This design comes from an exercise in tuning for small area, a short achievable clock period and few clock cycles on the open sky130 flow, not from production work. In this exercise RTL edits were held to simulation tests only and were not proved equivalent to the original. Power is estimated from default activity; no workload was simulated.

==> flow/design.v, too long to show whole: its modules and the start of the top module <==
// module regfile: 18 lines
// module mips: 219 lines
// module mul_st1: 676 lines
// module mul_st2: 64 lines
module mips(input clk, reset,
            input  [31:0] instr_in, data_in,
            output [31:0] instr_addr, data_addr, data_out,
            output        data_rd_wr);
  // ...
==> flow/run.sh <==
#!/bin/bash
# synth_recipe.tcl (not shown) runs the flow's synth.tcl, then flattens the netlist and writes it again
# the make line also repeats each setting of config.mk as NAME=value (left out here)
make -C /OpenROAD-flow-scripts/flow DESIGN_CONFIG=/design/flow/config.mk WORK_HOME=/design/flow/orfs CLKGATE_MAP_FILE= SYNTH_SCRIPT=/design/flow/synth_recipe.tcl finish
==> flow/config.mk <==
export PLATFORM = sky130hd
export DESIGN_NAME = mips
export DESIGN_NICKNAME = mips
export VERILOG_FILES = /design/flow/design.v
export SDC_FILE = /design/flow/constraint.sdc
export NUM_CORES = 4
export LEC_CHECK = 0
export CAP_MARGIN = 20
export CORE_MARGIN = 2
export CORE_UTILIZATION = 40
export PLACE_DENSITY = 0.6
export SETUP_SLACK_MARGIN = 5
export SLEW_MARGIN = 60
==> flow/constraint.sdc <==
create_clock -name core_clock -period 11.0 [get_ports {clk}]
set_input_delay 2.2000 -clock core_clock [delete_from_list [all_inputs] [get_ports {clk}]]
set_output_delay 2.2000 -clock core_clock [all_outputs]
set_load 0.01 [all_outputs]
==> impl_metrics.yaml, run 1 <==
worst_setup_path:
  startpoint: "f_sel"
  reg2reg_depth: 16
  crit_family: "buffers and inverters"
  crit_type: "flip-flop to output port"
  start_kind: "flip-flop"
  max_stage_delay_ns: 0.57
  crit_required_ns: 8.80
  r2r_slack_ns: 6.06
layout:
  regMostFlops: "regs.data"
  final_cell_mix: "edfxtp_1 (1057), nand2_1 (647), a21oi_1 (525), a22oi_1 (509), nor2_1 (488)"
  fin_area_um2: 96500
  seq_area_frac: 0.421
  biggestCellCategory: "flip-flops and latches"
  nets: 8469
power:
  largestPowerGroup: "registers"
  p_seq_w: 0.00751
synth:
  synth-compound-area-share: 0.234
  syn_inst: 8048
  synthFlopType: "edfxtp_1"
  synth_area_um2: 84200
  synthSimpleGateAreaFrac: 0.0992
  synth_cell_type_count: 103
  yosysWarnings: 2
  ys_seq_area_frac: 0.479
  synth_fp_nets: 8496
drt:
  dr_wl_met2_mm: 169
  dr.pass1.iters: 15
  postRouteWirelength_mm: 425
  top_layer_used: "met5"
timing:
  rsz0062_at_grt: "false"
  worstMarginPinSlew_ns: 0.715
  hold_slack_ns: 0.358
placed_design:
  finalWeightedCongestion: 1.03
  postPlaceCellArea_um2: 90200
  place_ws_ns: 6.20
floorplan:
  rows: 168
  start_util: 0.402
cts:
  cts.repair.resized: 0
  clkTransAtPathRegs_ns: 0.06
status:
  status: "complete, no violations"
global_route:
  use_met1: 0.503
  grt_busiest_layer: "met2"
  grt_pass1_vias: 71600
Testbench counts, summed over its fixed seeds: cycles 101,853.
==> module mips, before the edit <==
module mips(input clk, reset,
            input  [31:0] instr_in, data_in,
            output [31:0] instr_addr, data_addr, data_out,
            output        data_rd_wr);
    parameter [31:0] pc_init = 32'h80020000;
    localparam OP_SPECIAL  = 6'b000000, OP_SPECIAL2 = 6'b011100,
               OP_J = 6'b000010, OP_JAL = 6'b000011,
               OP_BEQ = 6'b000100, OP_BNE = 6'b000101,
               OP_ADDIU = 6'b001001, OP_SLTI = 6'b001010, OP_LUI = 6'b001111,
               OP_LW = 6'b100011, OP_SW = 6'b101011;
    localparam FN_SLL = 6'b000000, FN_JR = 6'b001000,
               FN_ADDU = 6'b100001, FN_SUBU = 6'b100011, FN_MUL = 6'b000010;
    localparam MB = 104;    
    wire        stall;
    wire        id_taken;
    wire [31:0] id_target;
    reg  [31:0] f_seq, f_tgt;
    reg         f_sel;
    wire [31:0] pc = f_sel ? f_tgt : f_seq;
    assign instr_addr = pc;
    reg         id_valid;
    reg  [31:0] id_instr;
    always @(posedge clk) begin
        if (reset) begin
            f_seq    <= pc_init;
            f_sel    <= 1'b0;
            id_valid <= 1'b0;
        end else if (!stall) begin
            f_seq    <= pc + 32'd4;
            f_sel    <= id_taken;
            id_valid <= 1'b1;
        end
        if (!stall) f_tgt <= id_target;
        if (reset || !stall) id_instr <= instr_in;
    end
    wire [5:0]  op    = id_instr[31:26];
    wire [5:0]  fn    = id_instr[5:0];
    wire [4:0]  f_rd  = id_instr[15:11];
    wire [4:0]  f_rs  = id_instr[25:21];
    wire [4:0]  f_rt  = id_instr[20:16];
    wire [4:0]  f_sa  = id_instr[10:6];
    wire [15:0] f_imm = id_instr[15:0];
    wire [31:0] simm  = {{16{f_imm[15]}}, f_imm};
    wire [4:0]  i_rs  = instr_in[25:21];
    wire [4:0]  i_rt  = instr_in[20:16];
    reg        d_use_rs, d_use_rt, d_wr, d_load, d_store, d_mul, d_sll, d_slt;
    reg        d_beq, d_bne, d_j, d_jr;
    reg        d_a_rt, d_a_const, d_b_imm, d_b_zero, d_inv;
    reg [4:0]  d_dst;
    always @* begin
        d_use_rs = 1'b0; d_use_rt = 1'b0; d_wr = 1'b0; d_load = 1'b0;
        d_store = 1'b0; d_mul = 1'b0; d_sll = 1'b0; d_slt = 1'b0;
        d_beq = 1'b0; d_bne = 1'b0; d_j = 1'b0; d_jr = 1'b0;
        d_a_rt = 1'b0; d_a_const = 1'b0; d_b_imm = 1'b0; d_b_zero = 1'b0; d_inv = 1'b0;
        d_dst = 5'd0;
        case (op)
            OP_ADDIU: begin d_use_rs = 1'b1; d_wr = 1'b1; d_dst = f_rt; d_b_imm = 1'b1; end
            OP_SLTI:  begin d_use_rs = 1'b1; d_wr = 1'b1; d_dst = f_rt; d_b_imm = 1'b1; d_inv = 1'b1; d_slt = 1'b1; end
            OP_LUI:   begin d_wr = 1'b1; d_dst = f_rt; d_a_const = 1'b1; d_b_zero = 1'b1; end
            OP_LW:    begin d_use_rs = 1'b1; d_wr = 1'b1; d_dst = f_rt; d_b_imm = 1'b1; d_load = 1'b1; end
            OP_SW:    begin d_use_rs = 1'b1; d_use_rt = 1'b1; d_b_imm = 1'b1; d_store = 1'b1; end
            OP_BEQ:   begin d_use_rs = 1'b1; d_use_rt = 1'b1; d_beq = 1'b1; end
            OP_BNE:   begin d_use_rs = 1'b1; d_use_rt = 1'b1; d_bne = 1'b1; end
            OP_J:     begin d_j = 1'b1; end
            OP_JAL:   begin d_j = 1'b1; d_wr = 1'b1; d_dst = 5'd31; d_a_const = 1'b1; d_b_zero = 1'b1; end
            OP_SPECIAL: case (fn)
                FN_SLL:  begin d_use_rt = 1'b1; d_wr = 1'b1; d_dst = f_rd; d_a_rt = 1'b1; d_b_zero = 1'b1; d_sll = 1'b1; end
                FN_JR:   begin d_use_rs = 1'b1; d_jr = 1'b1; end
                FN_SUBU: begin d_use_rs = 1'b1; d_use_rt = 1'b1; d_wr = 1'b1; d_dst = f_rd; d_inv = 1'b1; end
                default: begin d_use_rs = 1'b1; d_use_rt = 1'b1; d_wr = 1'b1; d_dst = f_rd; end  
            endcase
            OP_SPECIAL2: if (fn == FN_MUL) begin
                d_use_rs = 1'b1; d_use_rt = 1'b1; d_wr = 1'b1; d_dst = f_rd; d_mul = 1'b1;
            end
            default: ;
        endcase
        if (d_dst == 5'd0) d_wr = 1'b0;
    end
    reg        ex_wr, ex_load, ex_store, ex_mul, ex_sll, ex_slt, ex_cin;
    reg [4:0]  ex_dst, ex_sa;
    reg [31:0] ex_a, ex_b, ex_sd;
    reg        me_wr, me_load, me_store, me_mul;
    reg [4:0]  me_dst;
    reg [31:0] me_res, me_sd;
    reg        wb_wr;
    reg [4:0]  wb_dst;
    reg [31:0] wb_res;
    wire [31:0] alu_y, me_fwd;
    wire        alu_sum31;
    reg  [31:1] rs_oh, rt_oh;
    reg         rs_ex, rs_me, rs_wb, rt_ex, rt_me, rt_wb, rs_eq_rt;
    wire        issue = id_valid && !stall;
    wire        g_rs_ex = id_valid && d_wr && d_dst == i_rs;
    wire        g_rt_ex = id_valid && d_wr && d_dst == i_rt;
    wire        g_rs_me = ex_wr && ex_dst == i_rs;
    wire        g_rt_me = ex_wr && ex_dst == i_rt;
    wire        g_rs_wb = me_wr && me_dst == i_rs && !g_rs_me;
    wire        g_rt_wb = me_wr && me_dst == i_rt && !g_rt_me;
    wire [31:0] g_rs_dec = 32'd1 << i_rs;
    wire [31:0] g_rt_dec = 32'd1 << i_rt;
    wire        s_rs_wb = rs_me && !rs_ex;
    wire        s_rt_wb = rt_me && !rt_ex;
    wire [31:0] s_rs_dec = 32'd1 << f_rs;
    wire [31:0] s_rt_dec = 32'd1 << f_rt;
    always @(posedge clk) begin
        if (reset) begin
            rs_ex <= 1'b0; rs_me <= 1'b0; rs_wb <= 1'b0;
            rt_ex <= 1'b0; rt_me <= 1'b0; rt_wb <= 1'b0;
            rs_oh <= 31'd0; rt_oh <= 31'd0;
        end else if (stall) begin
            rs_ex <= 1'b0; rs_me <= rs_ex; rs_wb <= s_rs_wb;
            rt_ex <= 1'b0; rt_me <= rt_ex; rt_wb <= s_rt_wb;
            rs_oh <= s_rs_dec[31:1]; rt_oh <= s_rt_dec[31:1];
        end else begin
            rs_ex <= g_rs_ex; rs_me <= g_rs_me; rs_wb <= g_rs_wb;
            rt_ex <= g_rt_ex; rt_me <= g_rt_me; rt_wb <= g_rt_wb;
            rs_oh <= g_rs_dec[31:1]; rt_oh <= g_rt_dec[31:1];
        end
        if (!stall) rs_eq_rt <= i_rs == i_rt;
    end
    wire [31:0] rf_rs, rf_rt;
    regfile regs(.clk(clk), .wr_num(wb_dst), .wr_data(wb_res), .wr_en(wb_wr),
                 .rd0_sel(rs_oh), .rd0_data(rf_rs),
                 .rd1_sel(rt_oh), .rd1_data(rf_rt));
    wire [31:0] rs_v = ({32{!rs_me && !rs_wb}} & rf_rs) | ({32{rs_wb}} & wb_res) | ({32{rs_me}} & me_res);
    wire [31:0] rt_v = ({32{!rt_me && !rt_wb}} & rf_rt) | ({32{rt_wb}} & wb_res) | ({32{rt_me}} & me_res);
    wire ex_late  = ex_load | ex_mul;            
    wire me_late  = me_load | me_mul;
    wire d_branch = d_beq | d_bne | d_jr;
    wire use_ex_rs = d_use_rs && rs_ex;
    wire use_ex_rt = d_use_rt && rt_ex;
    wire use_me_rs = d_use_rs && rs_me;
    wire use_me_rt = d_use_rt && rt_me;
    wire st_late = ex_late && (use_ex_rs || use_ex_rt);
    wire st_br   = d_branch && (
                     ((use_ex_rs || use_ex_rt) && (ex_sll || d_jr)) ||
                     (me_late && (use_me_rs || use_me_rt)));
    assign stall = id_valid && (st_late || st_br);
    wire [31:0] bk     = rs_ex ? rt_v : rs_v;
    wire [31:0] kc     = (ex_a & ex_b) | ((ex_a | ex_b) & ~bk);
    wire        eq_add = ((ex_a ^ ex_b ^ bk) == {kc[30:0], ex_cin});
    wire        lt     = (ex_a[31] == ex_b[31]) ? ex_a[31] : alu_sum31;
    wire        eq_slt = (bk[31:1] == 31'd0) && (bk[0] == lt);
    wire        eq_ex  = ex_slt ? eq_slt : eq_add;
    wire        br_eq  = rs_eq_rt || ((rs_ex || rt_ex) ? eq_ex : (rs_v == rt_v));
    assign id_taken  = id_valid && (d_j || d_jr || (d_beq && br_eq) || (d_bne && !br_eq));
    assign id_target = d_jr ? rs_v :
                       d_j  ? {f_seq[31:28], id_instr[25:0], 2'b00} :
                              f_seq + {simm[29:0], 2'b00};
    wire [31:0] a_const = d_j ? f_seq + 32'd4 : {f_imm, 16'd0};
    wire [31:0] a_base  = d_a_const ? a_const : d_a_rt ? rt_v : rs_v;
    wire        a_ex    = d_a_rt ? use_ex_rt : (!d_a_const && use_ex_rs);
    wire        a_me    = me_late && (d_a_rt ? use_me_rt : (!d_a_const && use_me_rs));
    wire [31:0] a_val   = a_ex ? alu_y : a_me ? me_fwd : a_base;
    wire        b_reg   = !d_b_imm && !d_b_zero;
    wire [31:0] b_base  = d_b_imm ? simm : d_b_zero ? 32'd0 : rt_v;
    wire        b_ex    = b_reg && use_ex_rt;
    wire        b_me    = b_reg && me_late && use_me_rt;
    wire [31:0] b_val   = b_ex ? alu_y : b_me ? me_fwd : b_base;
    wire [31:0] rt_val  = use_ex_rt ? alu_y : (me_late && use_me_rt) ? me_fwd : rt_v;
    always @(posedge clk) begin
        if (reset) begin
            ex_wr    <= 1'b0;
            ex_load  <= 1'b0;
            ex_store <= 1'b0;
            ex_mul   <= 1'b0;
        end else begin
            ex_wr    <= d_wr && issue;
            ex_load  <= d_load && issue;
            ex_store <= d_store && issue;
            ex_mul   <= d_mul && issue;
        end
        ex_sll <= d_sll;
        ex_slt <= d_slt;
        ex_cin <= d_inv;
        ex_dst <= d_dst;
        ex_sa  <= f_sa;
        ex_a   <= a_val;
        ex_b   <= b_val ^ {32{d_inv}};
        ex_sd  <= rt_val;
    end
    wire [32:0] sum1 = {ex_a, 1'b1} + {ex_b, ex_cin};
    wire [31:0] sum  = sum1[32:1];
    assign alu_sum31 = sum[31];
    assign alu_y = ex_sll ? (ex_a << ex_sa) :
                   ex_slt ? {31'd0, lt} : sum;
    wire [MB-1:0] mul_m;
    mul_st1 mul1(.a(ex_a), .b(ex_sd), .m(mul_m));
    reg [MB-1:0] me_m;
    always @(posedge clk) begin
        if (reset) begin
            me_wr    <= 1'b0;
            me_load  <= 1'b0;
            me_store <= 1'b0;
            me_mul   <= 1'b0;
        end else begin
            me_wr    <= ex_wr;
            me_load  <= ex_load;
            me_store <= ex_store;
            me_mul   <= ex_mul;
        end
        me_dst <= ex_dst;
        me_res <= alu_y;
        me_sd  <= ex_sd;
        me_m   <= mul_m;
    end
    assign data_addr  = me_res;
    assign data_out   = me_sd;
    assign data_rd_wr = ~me_store;
    wire [31:0] mul_p;
    mul_st2 mul2(.m(me_m), .p(mul_p));
    assign me_fwd = me_load ? data_in : me_mul ? mul_p : me_res;
    always @(posedge clk) begin
        if (reset) wb_wr <= 1'b0;
        else       wb_wr <= me_wr;
        wb_dst <= me_dst;
        wb_res <= me_fwd;
    end
endmodule
==> run 2, diff against run 1 <==
--- a/flow/design.v
+++ b/flow/design.v
@@ -45,5 +45,5 @@
             id_valid <= 1'b0;
         end else if (!stall) begin
-            f_seq    <= pc + 32'd4;
+            f_seq    <= f_sel ? f_tgt + 32'd4 : f_seq + 32'd4;    
             f_sel    <= id_taken;
             id_valid <= 1'b1;
@@ -150,9 +150,23 @@
     wire use_me_rs = d_use_rs && rs_me;
     wire use_me_rt = d_use_rt && rt_me;
-    wire st_late = ex_late && (use_ex_rs || use_ex_rt);
-    wire st_br   = d_branch && (
-                     ((use_ex_rs || use_ex_rt) && (ex_sll || d_jr)) ||
-                     (me_late && (use_me_rs || use_me_rt)));
-    assign stall = id_valid && (st_late || st_br);
+    wire [5:0] i_op = instr_in[31:26];
+    wire [5:0] i_fn = instr_in[5:0];
+    wire i_sp     = i_op == OP_SPECIAL;
+    wire i_mul    = i_op == OP_SPECIAL2 && i_fn == FN_MUL;
+    wire i_jr     = i_sp && i_fn == FN_JR;
+    wire i_br     = i_op == OP_BEQ || i_op == OP_BNE;
+    wire i_use_rs = i_op == OP_ADDIU || i_op == OP_SLTI || i_op == OP_LW || i_op == OP_SW ||
+                    i_br || (i_sp && i_fn != FN_SLL) || i_mul;
+    wire i_use_rt = i_op == OP_SW || i_br || (i_sp && i_fn != FN_JR) || i_mul;
+    wire g_use_ex = (i_use_rs && g_rs_ex) || (i_use_rt && g_rt_ex);
+    wire g_use_me = (i_use_rs && g_rs_me) || (i_use_rt && g_rt_me);
+    wire g_stall  = (g_use_ex && (d_load || d_mul)) ||
+                    ((i_br || i_jr) && ((g_use_ex && (d_sll || i_jr)) || (ex_late && g_use_me)));
+    wire s_stall  = d_branch && ex_late && (use_ex_rs || use_ex_rt);
+    reg  stall_q;
+    always @(posedge clk)
+        if (reset) stall_q <= 1'b0;
+        else       stall_q <= stall ? s_stall : g_stall;
+    assign stall = stall_q;
     wire [31:0] bk     = rs_ex ? rt_v : rs_v;
     wire [31:0] kc     = (ex_a & ex_b) | ((ex_a | ex_b) & ~bk);
==> run 2 against run 1 <==
Synthesized area is 1.4% higher. Clock skew is 0.0078 ns higher. Combinational power is 13% higher. Critical endpoint is now f_sel. First-iteration DRC count is 2.0% lower. Die area is 1.4% higher. Largest cell class is now multi-input combinational cells. Worst hold slack worse by 0.0067 ns. Total power is 4.0% higher. Still clean. Synthesized cell count is 1.8% higher. Via count is 2.2% higher. Register-to-register slack worse by 0.52 ns. Clock-buffer cell count is 8 higher.
==> impl_metrics.yaml, run 2 <==
status:
  status: "complete, no violations"
worst_setup_path:
  r2r_slack_ns: 5.54
  reg2reg_depth: 15
  cp-end-kind: "flip-flop"
  crit_family: "compound AO/OA/AOI/OAI gates"
  max_stage_delay_ns: 0.75
  crit_buf_inv: 1
  worstReg2RegEnd: "f_sel"
  path_cells: "buf_4, a22oi_1, nand4_1, o41a_1, nor2_1, a21oi_1, fa_1, xnor2_1, nor4_1, nand4_1, nor4_1, a41oi_1, o21ai_2, mux2i_1, nand2_1"
  start_kind: "flip-flop"
  r2r_start: "rt_oh[1]"
  crit_required_ns: 11.70
  crit_slowest_cell: "dfxtp_2"
  cp.arrival_ns: 6.16
  crit_type: "flip-flop to flip-flop"
  cp_max_fo: 20
power:
  powerDensity_nw_per_um2: 210
  ir_drop_mv: 0.237
  p_leak_nw: 33.6
  power.total_w: 0.0206
timing:
  final_max_slew_viol_count: 0
  max_freq_ghz: 0.183
  slew_headroom: 0.522
  tns_ns: 0
  rsz0062_at_grt: "false"
  hold_viol: 0
  fin_crit_sh: 0.496
  min_period_ns: 5.46
  finalSetupViolations: 0
  clock_skew_ns: 0.0653
  worstMarginPinSlew_ns: 0.717
cts:
  cts.repair.resized: 0
  cts_hold_buf: 0
  clockRootBuffer: "clkbuf_16"
  postCtsSetupBuffers: 0
  cts-buffers-inserted: 166
  htree_num_levels: 4
  tritoncts: "yes"
  clkTransAtPathRegs_ns: 0.06
  insertion_delay_ns: 0.88
  clockBufferDepth: 3
  cts_sinks: 1486
floorplan:
  rows: 169
  ios: 163
  die_area_um2: 217000
  die_w_um: 466
  start_util: 0.402
  die_h_um: 466
  core_area_um2: 212000
layout:
  final_cell_mix: "edfxtp_1 (1057), nor2_1 (602), nand2_1 (559), a22oi_1 (555), a21oi_1 (523)"
  syn_to_final_growth_pct: 14.9
  drive_above_1_share: 0.125
  nets: 8597
  largest_registers: "regs.data x992, me_m x104"
  instances_no_fill: 11100
  largest_reg_flops: 992
  regMostFlops: "regs.data"
  final_common_cell: "edfxtp_1"
synth:
  synth_cell_type_count: 103
  synth_enable_flop_cells: 1057
  synth_area_um2: 85300
  ys_seq_area_frac: 0.473
  synth_top_area_cell: "edfxtp_1"
  synth.most_common_cell: "edfxtp_1"
  syn_area_per_cell_um2: 10.4
  ys_seq_elements: 1486
  synth_common_cells: "edfxtp_1 (1057), nor2_1 (646), nand2_1 (562)"
  synthFlopType: "edfxtp_1"
  yosysTopAreaCellShare: 0.372
  async_flop_share: 0
  yosysWarnings: 2
  syn_inst: 8190
  synth_fp_nets: 8638
  synth_top_cells_by_area: "edfxtp_1 (37%), dfxtp_1 (10%), fa_1 (5.4%)"
worst_hold_path:
  min_path_cells: 0
  hp-class: "flip-flop to flip-flop"
  holdPathEnd: "me_dst[1]"
  hold_start: "ex_dst[1]"
run:
  cap_violations: 0
placed_design:
  dp.cells: 10800
  finalWeightedCongestion: 1.02
  portBuffers: 162
  hpwl_mm: 295
drt:
  vias: 79500
  postRouteWirelength_mm: 452
  vias_per_cell: 7.15
  wl_per_cell_um: 40.7
  dr.pass1.iters: 15
  drcViolationCount: 0
  drt_iter0_markers: 16100
  drtAntennaViolNets: 0
global_route:
  grt_max_degree: 92
  grt.overflow.total: 0
  grt_use_total: 0.403
  grt_pass1_wl_mm: 609
  antenna_found_initial: 29
  grt_pass1_vias: 73500
## run 2: per-layer routing
metal | GRT usage | up-vias | wire length, um
met4 | 0.260 | 24 | 36400
li1 | - | 31300 | -
met5 | 0.00439 | - | 134
met2 | 0.548 | 7365 | 179000
met1 | 0.528 | 39000 | 166000
met3 | 0.156 | 1720 | 71000
## run 2: layout make-up
| class | instances | area, um2 |
|---|---|---|
| timing repair buffer | 499 | 5080 |
| antenna | 9 | 22.5 |
| tap | 2821 | 3530 |
| clock buffer | 208 | 4460 |
| sequential | 1486 | 40600 |
| fill | 19300 | 114000 |
| multi-input combinational | 5707 | 42200 |
| clock inverter | 99 | 1150 |
| inverter | 289 | 1090 |
## run 2: worst max-delay path by stage
stage / slack [ns] / startpoint / cells after the start / to
floorplan: 6.59 / ex_sd[1] / 12 / me_m[80]
global placement: 5.57 / rs_oh[28] / 17 / f_sel
detailed placement: 5.91 / rt_oh[1] / 17 / f_sel
CTS: 5.83 / f_sel / 3 / instr_addr[7]
global route: 5.66 / rs_oh[7] / 16 / f_sel
finish: 5.54 / rt_oh[1] / 15 / f_sel
## run 2: stage by stage
stage	setup slack (ns)	instance area [um2]	utilization	hold slack, ns
6_report	5.54	98100	0.462	0.351
5_1_grt	5.66	98100	0.462	0.368
4_1_cts	5.83	97500	0.460	0.349
3_5_place_dp	5.91	91900	0.433	0.385
3_3_place_gp	5.57	90200	0.425	0.383
2_1_floorplan	6.59	85300	-	0.329
## run 2: worst reg2reg max path, delay by kind of cell, from the launching register on
family	cells	cell delay [ns]
xor+xnor	1	0.16
mux	1	0.23
flops	1	0.75
buf+inv	1	0.62
simple gates	6	1.45
compound gates	5	1.56
fa+ha+maj	1	0.55
## run 2: logic make-up (layout without fill, tap and decap cells)
family,count (synthesis),count (layout),synth area share
XOR/XNOR,348,348,0.0359
AND/OR/NAND/NOR,1897,1897,0.102
other,0,9,0
adder cells (fa/ha/maj),448,448,0.0839
flip-flops,1486,1486,0.473
multiplexers,147,147,0.0207
AO/OA/AOI/OAI,2867,2867,0.239
buffers and inverters,997,1095,0.0456
## run 2: where the power goes
group	leakage (nW)	switching, W	internal [W]
clock	2.65	0.00254	0.00326
combinational	17.6	0.00483	0.00253
sequential	13.3	0.000697	0.00675
Testbench counts of run 2, summed over its fixed seeds: cycles 101,853.
==> run 3, diff against run 2 <==
--- a/flow/config.mk
+++ b/flow/config.mk
@@ -9,4 +9,6 @@
 export CORE_MARGIN = 2
 export CORE_UTILIZATION = 40
+export CTS_CLUSTER_DIAMETER = 120
+export CTS_CLUSTER_SIZE = 20
 export PLACE_DENSITY = 0.6
 export SETUP_SLACK_MARGIN = 5
==> run 3 against run 2 <==
Synthesized area unchanged. Non-clock buffer count down 1. Worst hold slack worse by 0.016 ns. Clock-buffer cell count down 79. Core utilization down 1.4 points. First-iteration DRC count up 1.7%. Critical path depth up 2. Still clean. Combinational power about the same. Wire length down 0.45%. Sequential share of layout area up 1.3 points. Fmax down 0.50%. Clock power down 38%.
==> impl_metrics.yaml, run 3 <==
status:
  status: "complete, no violations"
worst_setup_path:
  path_cells: "buf_4, a22o_1, a221oi_1, nand4_1, o21ai_0, buf_4, and2_1, a21oi_1, fa_1, xnor2_1, nor4_1, nand4_1, nor4_1, a41oi_1, o21ai_2, mux2i_1, nand2_1"
  cp_max_fo: 20
  reg2reg_depth: 17
  cp-end-kind: "flip-flop"
  crit_required_ns: 11.64
  crit_type: "flip-flop to flip-flop"
  cp.arrival_ns: 6.13
  max_stage_delay_ns: 0.76
  crit_slowest_cell: "dfxtp_2"
  start_kind: "flip-flop"
drt:
  vias: 79100
  drcViolationCount: 0
  dr.pass1.iters: 14
  vias_per_cell: 7.22
  drt_iter0_markers: 16300
  postRouteWirelength_mm: 450
  drtAntennaViolNets: 0
  wl_per_cell_um: 41.1
synth:
  syn_area_per_cell_um2: 10.4
  ys_seq_area_frac: 0.473
  synth_common_cells: "edfxtp_1 (1057), nor2_1 (646), nand2_1 (562)"
  synth_top_cells_by_area: "edfxtp_1 (37%), dfxtp_1 (10%), fa_1 (5.4%)"
  synthFlopType: "edfxtp_1"
  synth_enable_flop_cells: 1057
  synth_top_area_cell: "edfxtp_1"
  ys_seq_elements: 1486
  yosysTopAreaCellShare: 0.372
  synth.most_common_cell: "edfxtp_1"
  syn_inst: 8190
  async_flop_share: 0
  synth_cell_type_count: 103
  synth_area_um2: 85300
  synth_fp_nets: 8638
  yosysWarnings: 2
cts:
  clockRootBuffer: "clkbuf_16"
  htree_num_levels: 3
  cts-buffers-inserted: 86
  tritoncts: "yes"
  clkTransAtPathRegs_ns: 0.10
  cts_hold_buf: 0
  insertion_delay_ns: 0.83
  clockBufferDepth: 3
  cts_sinks: 1486
  postCtsSetupBuffers: 0
  cts.repair.resized: 0
layout:
  instances_no_fill: 11000
  largest_registers: "regs.data x992, me_m x104"
  final_cell_mix: "edfxtp_1 (1057), nor2_1 (602), nand2_1 (559), a22oi_1 (555), a21oi_1 (524)"
  fin_area_um2: 95100
  final_common_cell: "edfxtp_1"
  nets: 8516
  syn_to_final_growth_pct: 11.4
  regArea_um2: 40600
  fill_cells: 19600
  drive_above_1_share: 0.108
  multi_input_area_um2: 42100
  regMostFlops: "regs.data"
  largest_reg_flops: 992
timing:
  max_freq_ghz: 0.182
  fin_crit_sh: 0.499
  rsz0062_at_grt: "false"
  worstMarginPinSlew_ns: 0.716
  tns_ns: 0
  hold_viol: 0
  min_period_ns: 5.48
  slew_headroom: 0.523
  finalSetupViolations: 0
  clock_skew_ns: 0.0798
  timing.final.ws_setup_ns: 5.52
  final_max_slew_viol_count: 0
global_route:
  grt_pass1_wl_mm: 606
  grt.overflow.total: 0
  grt_pass1_vias: 72500
  antenna_found_initial: 25
  grt_max_degree: 92
  grt_use_total: 0.400
worst_hold_path:
  hp-class: "flip-flop to flip-flop"
  min_path_cells: 0
floorplan:
  die_area_um2: 217000
  die_h_um: 466
  core_area_um2: 212000
  die_w_um: 466
  start_util: 0.402
  ios: 163
  rows: 169
power:
  powerDensity_nw_per_um2: 194
  p_leak_nw: 32.2
  ir_drop_mv: 0.236
  power.total_w: 0.0184
placed_design:
  dp.cells: 10800
  postPlaceCellArea_um2: 91900
  hpwl_mm: 295
  place_ws_ns: 5.91
  finalWeightedCongestion: 1.02
  portBuffers: 162
run:
  cap_violations: 0
run 3: cell types whose count changed in the layout (fill, tap and decap cells not counted), sizes merged, moves of 5 or more:
cell and delta:
clkbuf -75, clkinv -48, clkinvlp -20, bufinv -13
buf -7, inv -5
run 3: path summary, 6_finish.rpt:
check	start	endpoint	slack [ns]
worst min register to register	ex_dst[1]	me_dst[1]	0.33
worst min-delay path	ex_dst[1]	me_dst[1]	0.33
worst max-delay path	rt_oh[1]	f_sel	5.52
worst max register to register	rt_oh[1]	f_sel	5.52
run 3: metal layers:
layer	track usage	up-vias	routed length [um]
li1	-	31100	-
met1	0.531	38900	167000
met2	0.547	7408	178000
met3	0.149	1727	69600
met4	0.249	26	35700
met5	0.00593	-	317
run 3: logic make-up (layout without fill, tap and decap cells):
family                     after synthesis  in the layout  share of synthesized area
other                                    0             11                          0
buffers and inverters                  997            929                     0.0456
and+or+nand+nor                       1897           1897                      0.102
muxes                                  147            147                     0.0207
xor gates and xnor gates               348            348                     0.0359
AOI/OAI and AO/OA                     2867           2867                      0.239
DFF                                   1486           1486                      0.473
adders and majority gates              448            448                     0.0839
run 3: per-stage QoR:
stage / hold WS, ns / util
2_1_floorplan: 0.329 / -
6_report: 0.335 / 0.448
3_5_place_dp: 0.385 / 0.433
5_1_grt: 0.356 / 0.448
3_3_place_gp: 0.383 / 0.425
4_1_cts: 0.342 / 0.446
run 3: power breakdown:
group	internal, W	switching (W)
sequential	0.00674	0.000692
clock	0.00157	0.00205
combinational	0.00253	0.00482
run 3: worst max-delay path: cells and delay by family, from the launching register on:
family / cells / cell delay [ns]
buf+inv: 2 / 0.85
compound gates: 6 / 1.31
fa+ha+maj: 1 / 0.53
xor+xnor: 1 / 0.17
mux: 1 / 0.22
flops: 1 / 0.76
simple gates: 6 / 1.50
run 3: area by class of cell:
| cell class | instances | share of cell area |
|---|---|---|
| timing repair buffer | 498 | 0.0533 |
| sequential | 1486 | 0.427 |
| inverter | 289 | 0.0115 |
| antenna | 11 | 0.000289 |
| clock inverter | 13 | 0.00286 |
| multi-input combinational | 5707 | 0.443 |
| clock buffer | 129 | 0.0249 |
| tap | 2821 | 0.0371 |
==> run 4, diff against run 3 <==
--- a/flow/design.v
+++ b/flow/design.v
@@ -45,5 +45,5 @@
             id_valid <= 1'b0;
         end else if (!stall) begin
-            f_seq    <= f_sel ? f_tgt + 32'd4 : f_seq + 32'd4;    
+            f_seq    <= pc + 32'd4;
             f_sel    <= id_taken;
             id_valid <= 1'b1;
==> run 4 against run 3 <==
Non-clock buffer count down 18. Clock skew fell by 0.027 ns. Worst hold slack gained 0.047 ns. Combinational power is 5.0% lower. Critical path type is now flip-flop to output port. Core utilization fell by 0.30 points. Largest cell class unchanged. Sequential share of layout area up 0.41 points. Still clean.
==> impl_metrics.yaml, run 4 <==
floorplan:
  ios: 163
  start_util: 0.402
  die_h_um: 465
  rows: 169
  die_w_um: 465
  die_area_um2: 216000
  core_area_um2: 211000
cts:
  clockBufferDepth: 3
  cts.repair.resized: 0
  postCtsSetupBuffers: 0
  clkTransAtPathRegs_ns: 0.11
  tritoncts: "yes"
  cts_hold_buf: 0
  cts_sinks: 1486
  cts-buffers-inserted: 87
  insertion_delay_ns: 0.82
  htree_num_levels: 3
  clockRootBuffer: "clkbuf_16"
layout:
  syn_to_final_growth_pct: 10.9
  largest_registers: "regs.data x992, me_m x104"
  fill_cells: 19800
  fin_area_um2: 94200
  drive_above_1_share: 0.106
  final_cell_mix: "edfxtp_1 (1057), nand2_1 (596), nor2_1 (538), a22oi_1 (515), a21oi_1 (485)"
  final_common_cell: "edfxtp_1"
  regArea_um2: 40600
  regMostFlops: "regs.data"
  largest_reg_flops: 992
  multi_input_area_um2: 41500
  nets: 8418
drt:
  vias: 78000
  drtAntennaViolNets: 0
  dr.pass1.iters: 17
  drt_iter0_markers: 17300
  drcViolationCount: 0
  vias_per_cell: 7.18
  postRouteWirelength_mm: 424
  wl_per_cell_um: 39.0
synth:
  synthFlopType: "edfxtp_1"
  ys_seq_elements: 1486
  synth_cell_type_count: 108
  synth_top_area_cell: "edfxtp_1"
  synth_area_um2: 84900
  synth_fp_nets: 8535
  synth.most_common_cell: "edfxtp_1"
  yosysWarnings: 2
  ys_seq_area_frac: 0.475
  synth_common_cells: "edfxtp_1 (1057), nand2_1 (597), nor2_1 (579)"
  yosysTopAreaCellShare: 0.374
  async_flop_share: 0
  syn_area_per_cell_um2: 10.5
  syn_inst: 8087
  synth_top_cells_by_area: "edfxtp_1 (37%), dfxtp_1 (10%), fa_1 (5.4%)"
  synth_enable_flop_cells: 1057
placed_design:
  portBuffers: 162
  finalWeightedCongestion: 1.06
  hpwl_mm: 268
  postPlaceCellArea_um2: 90900
timing:
  slew_headroom: 0.521
  tns_ns: 0
  final_max_slew_viol_count: 0
  rsz0062_at_grt: "false"
  min_period_ns: 4.94
  fin_crit_sh: 0.449
  clock_skew_ns: 0.0525
  max_freq_ghz: 0.202
  hold_viol: 0
  worstMarginPinSlew_ns: 0.711
  finalSetupViolations: 0
worst_setup_path:
  crit_type: "flip-flop to output port"
  cp.arrival_ns: 2.74
  start_kind: "flip-flop"
  cp-end-kind: "output port"
  crit_required_ns: 8.80
  cp_max_fo: 39
global_route:
  grt_max_degree: 110
  grt_pass1_vias: 71700
  grt_pass1_wl_mm: 578
  antenna_found_initial: 17
  grt_use_total: 0.379
  grt.overflow.total: 0
power:
  powerDensity_nw_per_um2: 192
  ir_drop_mv: 0.230
  p_leak_nw: 31.9
worst_hold_path:
  hp-class: "flip-flop to flip-flop"
run:
  cap_violations: 0
status:
  status: "complete, no violations"
==> run 4: changes by cell type in the layout (fill, tap and decap cells not counted), moves of 24 or more <==
| cell | delta |
|---|---|
| a21oi_1 | -39 |
| nand2_1 | +37 |
| o21ai_1 | +24 |
| nor2_1 | -64 |
| nand3_1 | +32 |
| a22oi_1 | -40 |
==> run 4: stage by stage <==
| step | total power [W] | hold WS [ns] | utilization | cells | setup WS, ns |
|---|---|---|---|---|---|
| floorplan | 0.0111 | 0.329 | - | 8087 | 6.51 |
| global placement | 0.0140 | 0.385 | 0.425 | 10700 | 5.99 |
| detailed placement | 0.0141 | 0.382 | 0.430 | 10700 | 6.38 |
| CTS | 0.0177 | 0.380 | 0.443 | 10800 | 6.16 |
| global route | 0.0187 | 0.398 | 0.445 | 10900 | 5.99 |
| finish | 0.0181 | 0.382 | 0.445 | 10900 | 6.06 |
==> run 4: logic make-up (layout without fill, tap and decap cells) <==
group | after synthesis | in the layout | synth area share
adder cells (fa/ha/maj) | 450 | 450 | 0.0846
flip-flops | 1486 | 1486 | 0.475
XOR/XNOR | 330 | 330 | 0.0342
other | 0 | 9 | 0
AO/OA/AOI/OAI | 2822 | 2822 | 0.239
buffers and inverters | 982 | 932 | 0.0466
multiplexers | 135 | 135 | 0.0193
AND/OR/NAND/NOR | 1882 | 1882 | 0.102
==> run 4: layout make-up <==
cell class	count	area share
antenna	9	0.000239
clock buffer	141	0.0254
clock inverter	15	0.00325
inverter	296	0.0119
multi-input combinational	5619	0.440
sequential	1486	0.431
tap	2821	0.0375
timing repair buffer	480	0.0503
==> run 4: power by group <==
| part | internal (W) | total [W] | switching [W] |
|---|---|---|---|
| logic | 0.00238 | 0.00697 | 0.00459 |
| registers | 0.00674 | 0.00746 | 0.000714 |
| clock network | 0.00156 | 0.00364 | 0.00208 |
| total | 0.0107 | 0.0181 | 0.00738 |
==> run 4: critical path: stages (launching register included) <==
cell	delay, ns
dfxtp_2	0.35
buf_6	0.38
mux2i_1	0.50
inv_1	0.15
clkdlybuf4s50_1	0.52
==> run 4: routing by layer <==
metal	routed length [um]	GRT usage
met1	153000	0.496
met2	165000	0.512
met3	68400	0.147
met4	38100	0.256
met5	237	0.00245
==> run 4: path summary, 6_finish.rpt <==
kind / from / endpoint / slack [ns] / depth (start not counted)
setup / recovery: f_sel / instr_addr[18] / 6.06 / 4
hold / removal: me_dst[3] / wb_dst[3] / 0.38 / 0
setup reg to reg: rt_oh[28] / f_sel / 6.13 / 15
hold reg to reg: me_dst[3] / wb_dst[3] / 0.38 / 0
Testbench counts of run 4, summed over its fixed seeds: cycles 101,853.
==> run 5, diff against run 4 <==
--- a/flow/config.mk
+++ b/flow/config.mk
@@ -11,5 +11,5 @@
 export CTS_CLUSTER_DIAMETER = 120
 export CTS_CLUSTER_SIZE = 20
-export PLACE_DENSITY = 0.6
+export PLACE_DENSITY = 0.65
 export SETUP_SLACK_MARGIN = 5
 export SLEW_MARGIN = 60
==> run 5 against run 4 <==
Still clean. Register-to-register slack worse by 0.09 ns. Flip-flop and latch count stayed put. Synthesized cell count did not move. Clock-buffer cell count shrank 8. Worst hold slack lost 0.015 ns. Critical path depth grew 13. Clock power is 2% lower. Synthesized area is the same.
==> impl_metrics.yaml, run 5 <==
status:
  status: "complete, no violations"
power:
  intPower_w: 0.0107
  p_leak_nw: 31.9
  powerDensity_nw_per_um2: 194
  ir_drop_mv: 0.241
  p_sw_w: 0.00755
  pwr-share-seq: 0.412
  switching_share: 0.413
  combinationalPowerShare: 0.392
  power.share.clock: 0.196
global_route:
  use_met1: 0.486
  grt_pass1_vias: 72300
  grtUsageMet3: 0.144
  grt_busiest_layer: "met2"
  met2_usage: 0.527
  grt_pass1_wl_mm: 579
  grt_use_total: 0.380
  grt_max_degree: 110
  antenna_found_initial: 20
  grt.overflow.total: 0
synth:
  syn_area_per_cell_um2: 10.5
  synth_enable_flop_cells: 1057
  synth_top_area_cell: "edfxtp_1"
  syn_inst: 8087
  synth_top_cells_by_area: "edfxtp_1 (37%), dfxtp_1 (10%), fa_1 (5.4%)"
  ys_seq_area_frac: 0.475
  yosysWarnings: 2
  synth_area_um2: 84900
  yosysTopAreaCellShare: 0.374
  synth_cell_type_count: 108
  synth_fp_nets: 8535
  async_flop_share: 0
  synth_common_cells: "edfxtp_1 (1057), nand2_1 (597), nor2_1 (579)"
  synth.most_common_cell: "edfxtp_1"
  ys_seq_elements: 1486
  synthFlopType: "edfxtp_1"
cts:
  cts-buffers-inserted: 87
  htree_num_levels: 3
  cts.repair.resized: 0
  clkTransAtPathRegs_ns: 0.11
  cts_hold_buf: 0
  clockRootBuffer: "clkbuf_16"
  insertion_delay_ns: 0.81
  cts_sinks: 1486
  postCtsSetupBuffers: 0
  clockBufferDepth: 3
  tritoncts: "yes"
layout:
  fin_util: 0.445
  final_cell_mix: "edfxtp_1 (1057), nand2_1 (595), nor2_1 (535), a22oi_1 (515), a21oi_1 (488)"
  drive_above_1_share: 0.107
  largest_reg_flops: 992
  regMostFlops: "regs.data"
  largest_registers: "regs.data x992, me_m x104"
  regArea_um2: 40600
  syn_to_final_growth_pct: 10.9
  fill_cells: 19700
  multi_input_area_um2: 41600
  nets: 8409
  final_common_cell: "edfxtp_1"
  instances_no_fill: 10800
run:
  cap_violations: 0
timing:
  min_period_ns: 4.96
  max_freq_ghz: 0.202
  rsz0062_at_grt: "false"
  worstMarginPinSlew_ns: 0.739
  timing.final.ws_setup_ns: 6.04
  hold_viol: 0
  hold_slack_ns: 0.367
  finalSetupViolations: 0
  clock_skew_ns: 0.0534
  fin_crit_sh: 0.451
  slew_headroom: 0.504
  tns_ns: 0
  final_max_slew_viol_count: 0
drt:
  vias_per_cell: 7.17
  postRouteWirelength_mm: 426
  wl_per_cell_um: 39.3
  vias: 77800
  drt_iter0_markers: 16400
  drcViolationCount: 0
  dr.pass1.iters: 13
  drtAntennaViolNets: 0
placed_design:
  dp.cells: 10700
  finalWeightedCongestion: 1.05
  portBuffers: 162
  place_ws_ns: 6.24
  hpwl_mm: 276
worst_setup_path:
  max_stage_delay_ns: 0.55
  r2r_slack_ns: 6.04
  crit_required_ns: 11.68
  path_cells: "buf_4, a22o_1, a221oi_1, nand3_1, o31a_1, a221oi_2, clkdlybuf4s15_2, mux2i_1, fa_1, xnor2_1, nor4_1, nand3_1, nor3_1, a31o_2, a21oi_1, a221oi_2, nand2_1"
  start_kind: "flip-flop"
  crit_type: "flip-flop to flip-flop"
  cp-end-kind: "flip-flop"
  cp.arrival_ns: 5.64
  crit_slowest_cell: "dfxtp_2"
  cp_max_fo: 18
floorplan:
  die_area_um2: 216000
  core_area_um2: 211000
  die_w_um: 465
  ios: 163
  start_util: 0.402
  rows: 169
  die_h_um: 465
worst_hold_path:
  hp-class: "flip-flop to flip-flop"
run 5: path summary, 6_finish.rpt:
path | end | from | cells past startpoint
max | f_sel | rt_oh[15] | 17
min | me_dst[1] | ex_dst[1] | 0
max reg2reg | f_sel | rt_oh[15] | 17
min reg2reg | me_dst[1] | ex_dst[1] | 0
run 5: critical path, delay by kind of cell (launching register included):
family / cells / cell delay [ns]
AOI/OAI and AO/OA: 7 / 1.85
and+or+nand+nor: 5 / 0.88
buffers and inverters: 2 / 0.70
DFF: 1 / 0.55
adders and majority gates: 1 / 0.47
xor gates and xnor gates: 1 / 0.20
muxes: 1 / 0.10
run 5: power by group through the flow:
stage / Sequential (W) / Combinational, W / Clock, W
2_1_floorplan: 0.00726 / 0.00388 / 0
3_3_place_gp: 0.00761 / 0.00653 / 0
3_5_place_dp: 0.00763 / 0.00678 / 0
4_1_cts: 0.00750 / 0.00684 / 0.00357
5_1_grt: 0.00755 / 0.00760 / 0.00375
6_report: 0.00754 / 0.00717 / 0.00358
run 5: layer usage:
metal | share of wire | wire (um)
met4 | 0.090 | 38400
met5 | 0.00065 | 277
met1 | 0.35 | 150000
met3 | 0.16 | 68500
met2 | 0.40 | 170000
run 5: kinds of logic (layout without fill, tap and decap cells):
kind of cell             after synthesis  after routing  synth area share
other                                  0              4                 0
AO/OA/AOI/OAI                       2822           2822             0.239
adder cells (fa/ha/maj)              450            450            0.0846
XOR/XNOR                             330            330            0.0342
AND/OR/NAND/NOR                     1882           1882             0.102
flip-flops                          1486           1486             0.475
buffers and inverters                982            914            0.0466
multiplexers                         135            135            0.0193
run 5: area by class of cell:
| type | instances | share of cell area |
|---|---|---|
| Clock buffer | 133 | 0.0252 |
| Antenna cell | 4 | 0.000106 |
| Multi-Input combinational cell | 5619 | 0.442 |
| Tap cell | 2821 | 0.0375 |
| Timing Repair Buffer | 471 | 0.0495 |
| Sequential cell | 1486 | 0.432 |
| Inverter | 296 | 0.0119 |
| Clock inverter | 14 | 0.00243 |
run 5: per-stage QoR:
| step | power, W | instance area (um2) |
|---|---|---|
| finish | 0.0183 | 94100 |
| global route | 0.0189 | 94100 |
| CTS | 0.0179 | 93600 |
| detailed placement | 0.0144 | 91000 |
| global placement | 0.0141 | 89600 |
| floorplan | 0.0111 | 84900 |
==> run 6, diff against run 5 <==
--- a/flow/design.v
+++ b/flow/design.v
@@ -34,6 +34,7 @@
     wire [31:0] id_target;
     reg  [31:0] f_seq, f_tgt;
-    reg         f_sel;
+    reg         f_sel, f_nsel;
     wire [31:0] pc = f_sel ? f_tgt : f_seq;
+    wire [31:0] pc4 = f_nsel ? f_seq + 32'd4 : f_tgt + 32'd4;
     assign instr_addr = pc;
     reg         id_valid;
@@ -43,8 +44,10 @@
             f_seq    <= pc_init;
             f_sel    <= 1'b0;
+            f_nsel   <= 1'b1;
             id_valid <= 1'b0;
         end else if (!stall) begin
-            f_seq    <= pc + 32'd4;
+            f_seq    <= pc4;
             f_sel    <= id_taken;
+            f_nsel   <= !id_taken;
             id_valid <= 1'b1;
         end
--- a/flow/config.mk
+++ b/flow/config.mk
@@ -11,5 +11,5 @@
 export CTS_CLUSTER_DIAMETER = 120
 export CTS_CLUSTER_SIZE = 20
-export PLACE_DENSITY = 0.65
+export PLACE_DENSITY = 0.6
 export SETUP_SLACK_MARGIN = 5
 export SLEW_MARGIN = 60
==> run 6 against run 5 <==
Still clean. Wire length grew 3.1%. Combinational power shrank 2%. Synthesized cell count grew 1.6%. Flip-flop and latch count grew 1. Via count grew 0.77%. Clock power shrank 1%. First-iteration DRC count grew 1.4%. Worst hold slack gained 0.0047 ns. Synthesized area is essentially flat. Critical path type unchanged. Critical endpoint is now f_nsel.
==> impl_metrics.yaml, run 6 <==
power:
  p_sw_w: 0.00736
  p_leak_nw: 32.0
  powerDensity_nw_per_um2: 191
  ir_drop_mv: 0.260
  pwr-share-seq: 0.412
  intPower_w: 0.0106
  combinationalPowerShare: 0.392
  power.share.clock: 0.196
  switching_share: 0.409
timing:
  final_max_slew_viol_count: 0
  min_period_ns: 5.25
  finalSetupViolations: 0
  tns_ns: 0
  worstMarginPinSlew_ns: 0.733
  slew_headroom: 0.512
  clock_skew_ns: 0.0406
  max_freq_ghz: 0.191
  timing.final.ws_setup_ns: 5.75
  fin_crit_sh: 0.477
  hold_viol: 0
  rsz0062_at_grt: "false"
synth:
  synth_enable_flop_cells: 1057
  ys_seq_area_frac: 0.475
  synth_common_cells: "edfxtp_1 (1057), a22oi_1 (682), nand2_1 (629)"
  ys_seq_elements: 1487
  synth_fp_nets: 8663
  synthFlopType: "edfxtp_1"
  synth_top_cells_by_area: "edfxtp_1 (37%), dfxtp_1 (10%), a22oi_1 (6.0%)"
  yosysWarnings: 2
  async_flop_share: 0
  synth_top_area_cell: "edfxtp_1"
  syn_area_per_cell_um2: 10.3
  synth.most_common_cell: "edfxtp_1"
  synth_cell_type_count: 91
  yosysTopAreaCellShare: 0.374
  syn_inst: 8215
  synth_area_um2: 84900
layout:
  largest_reg_flops: 992
  drive_above_1_share: 0.102
  final_cell_mix: "edfxtp_1 (1057), a22oi_1 (682), nand2_1 (628), nor2_1 (573), a21oi_1 (503)"
  fill_cells: 19600
  largest_registers: "regs.data x992, me_m x104"
  fin_area_um2: 94400
  final_common_cell: "edfxtp_1"
  regMostFlops: "regs.data"
  nets: 8555
  syn_to_final_growth_pct: 11.1
worst_hold_path:
  holdPathEnd: "wb_dst[2]"
  hold_start: "me_dst[2]"
  min_path_cells: 0
  hp-class: "flip-flop to flip-flop"
floorplan:
  die_w_um: 465
  die_area_um2: 216000
  ios: 163
  start_util: 0.401
  die_h_um: 465
  core_area_um2: 212000
  rows: 169
drt:
  wl_per_cell_um: 40.0
  vias: 78400
  vias_per_cell: 7.13
  drt_iter0_markers: 16600
  drcViolationCount: 0
  dr.pass1.iters: 15
  postRouteWirelength_mm: 440
  drtAntennaViolNets: 0
worst_setup_path:
  max_stage_delay_ns: 0.53
  crit_type: "flip-flop to flip-flop"
  crit_slowest_cell: "dfxtp_2"
  cp-end-kind: "flip-flop"
  reg2reg_depth: 17
  crit_required_ns: 11.66
  r2r_start: "rs_oh[26]"
  cp_max_fo: 21
  startpoint: "rs_oh[26]"
  worstReg2RegEnd: "f_nsel"
  cp.arrival_ns: 5.91
  start_kind: "flip-flop"
  path_cells: "buf_4, a22o_1, a221oi_1, nand4_1, o31a_1, a221oi_4, a21oi_1, fa_1, xnor2_1, nor4_1, nand4_1, nor4_1, a41o_1, and2_1, a31oi_1, a31oi_1, a211oi_1"
  r2r_slack_ns: 5.75
status:
  status: "complete, no violations"
placed_design:
  finalWeightedCongestion: 1.03
  postPlaceCellArea_um2: 91300
  hpwl_mm: 279
  portBuffers: 162
  place_ws_ns: 6.02
global_route:
  met2_usage: 0.547
  grt_busiest_layer: "met2"
  grtUsageMet3: 0.137
  grt_max_degree: 86
  grt_pass1_vias: 72300
  grt_use_total: 0.393
  grt_pass1_wl_mm: 595
  grt.overflow.total: 0
  use_met1: 0.525
  antenna_found_initial: 20
cts:
  cts-buffers-inserted: 86
  cts.repair.resized: 0
  clkTransAtPathRegs_ns: 0.11
  cts_sinks: 1487
  tritoncts: "yes"
  clockBufferDepth: 3
  insertion_delay_ns: 0.80
  htree_num_levels: 3
  cts_hold_buf: 0
  postCtsSetupBuffers: 0
  clockRootBuffer: "clkbuf_16"
run:
  cap_violations: 0
## run 6: kinds of logic (layout without fill, tap and decap cells)
family	count (synthesis)	count (layout)	synth area share
and+or+nand+nor	1946	1946	0.105
other	0	16	0
AOI/OAI and AO/OA	2848	2848	0.234
buffers and inverters	1009	948	0.0477
xor gates and xnor gates	357	357	0.0370
adders and majority gates	450	450	0.0845
muxes	118	118	0.0169
DFF	1487	1487	0.475
## run 6: per-layer routing
layer	up-vias	wire length, um
met1	38400	165000
met4	4	32600
li1	31000	-
met3	1673	65800
met5	-	38
met2	7330	176000
## run 6: worst max path at each step
stage	end	slack, ns	cells after the start
after floorplan	me_m[80]	6.61	12
after global placement	f_nsel	5.32	17
after detailed placement	f_nsel	6.02	17
after CTS	f_nsel	6.01	17
after global routing	f_nsel	5.58	18
final	f_nsel	5.75	17
## run 6: through the flow
stage | hold WS [ns] | util | cells | total power, W
floorplan | 0.329 | - | 8215 | 0.0110
global placement | 0.390 | 0.424 | 10800 | 0.0139
detailed placement | 0.384 | 0.431 | 10800 | 0.0141
CTS | 0.374 | 0.443 | 11000 | 0.0176
global route | 0.385 | 0.446 | 11000 | 0.0186
finish | 0.372 | 0.446 | 11000 | 0.0180
## run 6: worst max-delay path: cells and delay by family, from the launching register on
kind | cells | cell delay (ns)
flip-flops | 1 | 0.53
AO/OA/AOI/OAI | 9 | 2.33
adder cells (fa/ha/maj) | 1 | 0.48
XOR/XNOR | 1 | 0.14
AND/OR/NAND/NOR | 5 | 1.15
buffers and inverters | 1 | 0.43
## run 6: area by class of cell
cell class / instances / area (um2) / share of cell area
well taps: 2821 / 3530 / 0.0374
diodes: 16 / 40.0 / 0.000424
clock inverters: 13 / 173 / 0.00183
flip-flops and latches: 1487 / 40600 / 0.430
multi-input cells: 5719 / 41400 / 0.439
clock buffers: 122 / 2310 / 0.0245
inverters: 301 / 1130 / 0.0120
repair buffers: 512 / 5160 / 0.0547
## run 6: power by group through the flow
stage / combinational, W / clock (W) / sequential [W]
floorplan: 0.00379 / 0 / 0.00726
global placement: 0.00641 / 0 / 0.00749
detailed placement: 0.00662 / 0 / 0.00750
CTS: 0.00667 / 0.00353 / 0.00737
global route: 0.00748 / 0.00370 / 0.00742
finish: 0.00705 / 0.00353 / 0.00741
Testbench counts of run 6, summed over its fixed seeds: cycles 101,853.
==> run 7, diff against run 6 <==
--- a/flow/design.v
+++ b/flow/design.v
@@ -100,5 +100,5 @@
     reg        ex_wr, ex_load, ex_store, ex_mul, ex_sll, ex_slt, ex_cin;
     reg [4:0]  ex_dst, ex_sa;
-    reg [31:0] ex_a, ex_b, ex_sd;
+    reg [31:0] ex_a, ex_b, ex_sd, ex_p;
     reg        me_wr, me_load, me_store, me_mul;
     reg [4:0]  me_dst;
@@ -174,5 +174,5 @@
     wire [31:0] bk     = rs_ex ? rt_v : rs_v;
     wire [31:0] kc     = (ex_a & ex_b) | ((ex_a | ex_b) & ~bk);
-    wire        eq_add = ((ex_a ^ ex_b ^ bk) == {kc[30:0], ex_cin});
+    wire        eq_add = ((ex_p ^ bk) == {kc[30:0], ex_cin});
     wire        lt     = (ex_a[31] == ex_b[31]) ? ex_a[31] : alu_sum31;
     wire        eq_slt = (bk[31:1] == 31'd0) && (bk[0] == lt);
@@ -213,4 +213,5 @@
         ex_a   <= a_val;
         ex_b   <= b_val ^ {32{d_inv}};
+        ex_p   <= a_val ^ b_val ^ {32{d_inv}};
         ex_sd  <= rt_val;
     end
==> run 7 against run 6 <==
First-iteration DRC count down 5.4%. Global-route usage down 1.1 points. Fmax down 7.1%. Final area up 1.4%. Combinational power down 0.6%. Critical path type unchanged.
==> impl_metrics.yaml, run 7 <==
layout:
  final_common_cell: "edfxtp_1"
  syn_to_final_growth_pct: 11.4
  drive_above_1_share: 0.113
  regArea_um2: 41300
  largest_reg_flops: 992
  fill_cells: 20000
  regMostFlops: "regs.data"
  multi_input_area_um2: 42000
  nets: 8554
  largest_registers: "regs.data x992, me_m x104"
  final_cell_mix: "edfxtp_1 (1057), a22oi_1 (615), nand2_1 (575), nor2_1 (551), a21oi_1 (498)"
  fin_area_um2: 95700
synth:
  synth_enable_flop_cells: 1057
  synth_cell_type_count: 97
  yosysTopAreaCellShare: 0.369
  async_flop_share: 0
  synthFlopType: "edfxtp_1"
  syn_inst: 8234
  yosysWarnings: 2
  synth_top_cells_by_area: "edfxtp_1 (37%), dfxtp_1 (11%), a22oi_1 (5.4%)"
  ys_seq_area_frac: 0.477
  synth_area_um2: 85900
  ys_seq_elements: 1519
  synth_fp_nets: 8652
  synth_top_area_cell: "edfxtp_1"
  syn_area_per_cell_um2: 10.4
  synth.most_common_cell: "edfxtp_1"
  synth_common_cells: "edfxtp_1 (1057), a22oi_1 (615), nor2_1 (597)"
placed_design:
  postPlaceCellArea_um2: 92600
  finalWeightedCongestion: 1.03
  hpwl_mm: 281
  portBuffers: 162
worst_hold_path:
  holdPathEnd: "me_dst[4]"
  hp-class: "flip-flop to flip-flop"
  hold_start: "ex_dst[4]"
  min_path_cells: 0
worst_setup_path:
  crit_required_ns: 11.72
  startpoint: "ex_a[1]"
  worstReg2RegEnd: "f_nsel"
  crit_type: "flip-flop to flip-flop"
  path_cells: "buf_12, inv_1, buf_4, ha_1, a211oi_1, o21ai_0, and2_1, nor3b_1, o211ai_1, a21o_1, a211oi_1, o31a_1, o21ai_0, nand2b_1, fa_1, xnor2_1, nor2_1, nor4b_2, or4_1, mux2_1, o211a_1"
  max_stage_delay_ns: 0.48
  start_kind: "flip-flop"
  cp-end-kind: "flip-flop"
  r2r_slack_ns: 5.35
  cp.arrival_ns: 6.36
  reg2reg_depth: 21
  cp_max_fo: 51
  r2r_start: "ex_a[1]"
  crit_slowest_cell: "fa_1"
floorplan:
  ios: 163
  rows: 170
  start_util: 0.402
  die_h_um: 468
  die_w_um: 468
  core_area_um2: 214000
  die_area_um2: 219000
drt:
  wirelength_met1_mm: 152
  vias: 78800
  drt_iter0_markers: 15700
  wl_per_cell_um: 39.3
  drcViolationCount: 0
  dr.pass1.iters: 10
  vias_per_cell: 7.14
  wl_met3_mm: 64.1
  postRouteWirelength_mm: 433
  dr_wl_met2_mm: 178
  top_layer_used: "met5"
  drtAntennaViolNets: 0
timing:
  slew_headroom: 0.530
  clock_skew_ns: 0.0583
  min_period_ns: 5.65
  hold_viol: 0
  tns_ns: 0
  finalSetupViolations: 0
  rsz0062_at_grt: "false"
  fin_crit_sh: 0.513
  worstMarginPinSlew_ns: 0.706
  final_max_slew_viol_count: 0
  max_freq_ghz: 0.177
power:
  ir_drop_mv: 0.253
  p_sw_w: 0.00736
  combinationalPowerShare: 0.385
  intPower_w: 0.0109
  power.share.clock: 0.198
  pwr-share-seq: 0.417
  p_leak_nw: 33.0
  powerDensity_nw_per_um2: 190
  switching_share: 0.404
cts:
  cts_sinks: 1519
  htree_num_levels: 3
  clockRootBuffer: "clkbuf_16"
  tritoncts: "yes"
  cts_hold_buf: 0
  clockBufferDepth: 3
  insertion_delay_ns: 0.83
  clkTransAtPathRegs_ns: 0.10
  cts-buffers-inserted: 88
run:
  cap_violations: 0
global_route:
  grt.overflow.total: 0
  grt_pass1_vias: 72400
  grt_use_total: 0.382
  antenna_found_initial: 26
  grt_max_degree: 88
  grt_pass1_wl_mm: 585
status:
  status: "complete, no violations"
run 7: what timing repair did:
item                                    CTS  global route
endpoints found under the setup margin    0             2
setup buffers                             0             1
gates resized for setup                   0             5
run 7: final cells by class:
cell class	count	area share
clock inverters	14	0.00247
inverters	317	0.0126
diodes	12	0.000314
clock buffers	121	0.0245
multi-input cells	5691	0.439
well taps	2838	0.0371
repair buffers	519	0.0528
flip-flops and latches	1519	0.431
run 7: per-stage QoR:
step	hold slack (ns)	power (W)	std cells	util	setup WS (ns)
after floorplan	0.329	0.0112	8234	-	6.17
after global placement	0.383	0.0141	10800	0.424	4.90
after detailed placement	0.388	0.0144	10900	0.433	5.31
after CTS	0.404	0.0179	11000	0.445	5.30
after global routing	0.416	0.0188	11000	0.447	5.05
final	0.407	0.0182	11000	0.447	5.35
run 7: metal layers:
metal  GRT usage  vias up
met5     0.00703        -
met3       0.138     1900
met4       0.255       16
li1            -    31300
met2       0.556     7365
met1       0.474    38200
run 7: worst max-delay path, delay by kind of cell (launching register included):
kind / cells / cell delay [ns]
adder cells (fa/ha/maj): 2 / 0.89
flip-flops: 1 / 0.35
AND/OR/NAND/NOR: 6 / 1.26
buffers and inverters: 3 / 0.58
XOR/XNOR: 1 / 0.21
multiplexers: 1 / 0.31
AO/OA/AOI/OAI: 8 / 1.95
run 7: worst max path at each step:
stage                         to  depth (start not counted)
after detailed placement  f_nsel                         20
after global routing      f_nsel                         21
after CTS                 f_nsel                         20
after floorplan           f_nsel                         21
after global placement    f_nsel                         20
final                     f_nsel                         21
run 7: logic make-up after synthesis:
family / count (synthesis) / share of synthesized area
mux: 141 / 0.0193
compound gates: 2881 / 0.239
flops: 1519 / 0.477
xor+xnor: 389 / 0.0405
simple gates: 1866 / 0.0999
fa+ha+maj: 414 / 0.0759
buf+inv: 1024 / 0.0480
run 7: power groups by stage:
stage,registers [W],clock network (W),logic (W)
final,0.00760,0.00361,0.00701
after global routing,0.00762,0.00379,0.00744
after CTS,0.00756,0.00359,0.00677
after detailed placement,0.00769,0,0.00673
after global placement,0.00766,0,0.00645
after floorplan,0.00743,0,0.00381
Testbench counts of run 7, summed over its fixed seeds: cycles 101,853.

-- port drivers added, routing unchanged --
No port has a modelled driver above. Below, the same layouts with a new extraction and two added sets of constraints. Step 1: set_driving_cell puts a clkbuf_16 on clk and a buf_2 on each other input, an assumption about the parent block. Step 2 moves the port delays by t, midway between the first and last clock arrival at a register: inputs arrive t later, outputs are due t later. That takes back most of the time a late clock gives input paths. a / b / c = no drivers / after step 1 / after step 2; a / b = the first two.
run	t (ns)	setup slack, ns	slew at the worst register clock pin (ns)
run 1	0.940	5.946 / 5.856 / 6.064	0.07 / 0.07
run 2	0.954	5.544 / 5.544 / 5.544	0.07 / 0.07
run 3	0.888	5.516 / 5.516 / 5.516	0.10 / 0.10
run 4	0.911	6.059 / 5.946 / 6.131	0.11 / 0.11
run 5	0.889	6.041 / 5.975 / 6.041	0.11 / 0.11
run 6	0.879	5.753 / 5.753 / 5.753	0.11 / 0.11
run 7	0.895	5.352 / 5.352 / 5.352	0.10 / 0.10
After both steps setup and hold are still met in every run listed.
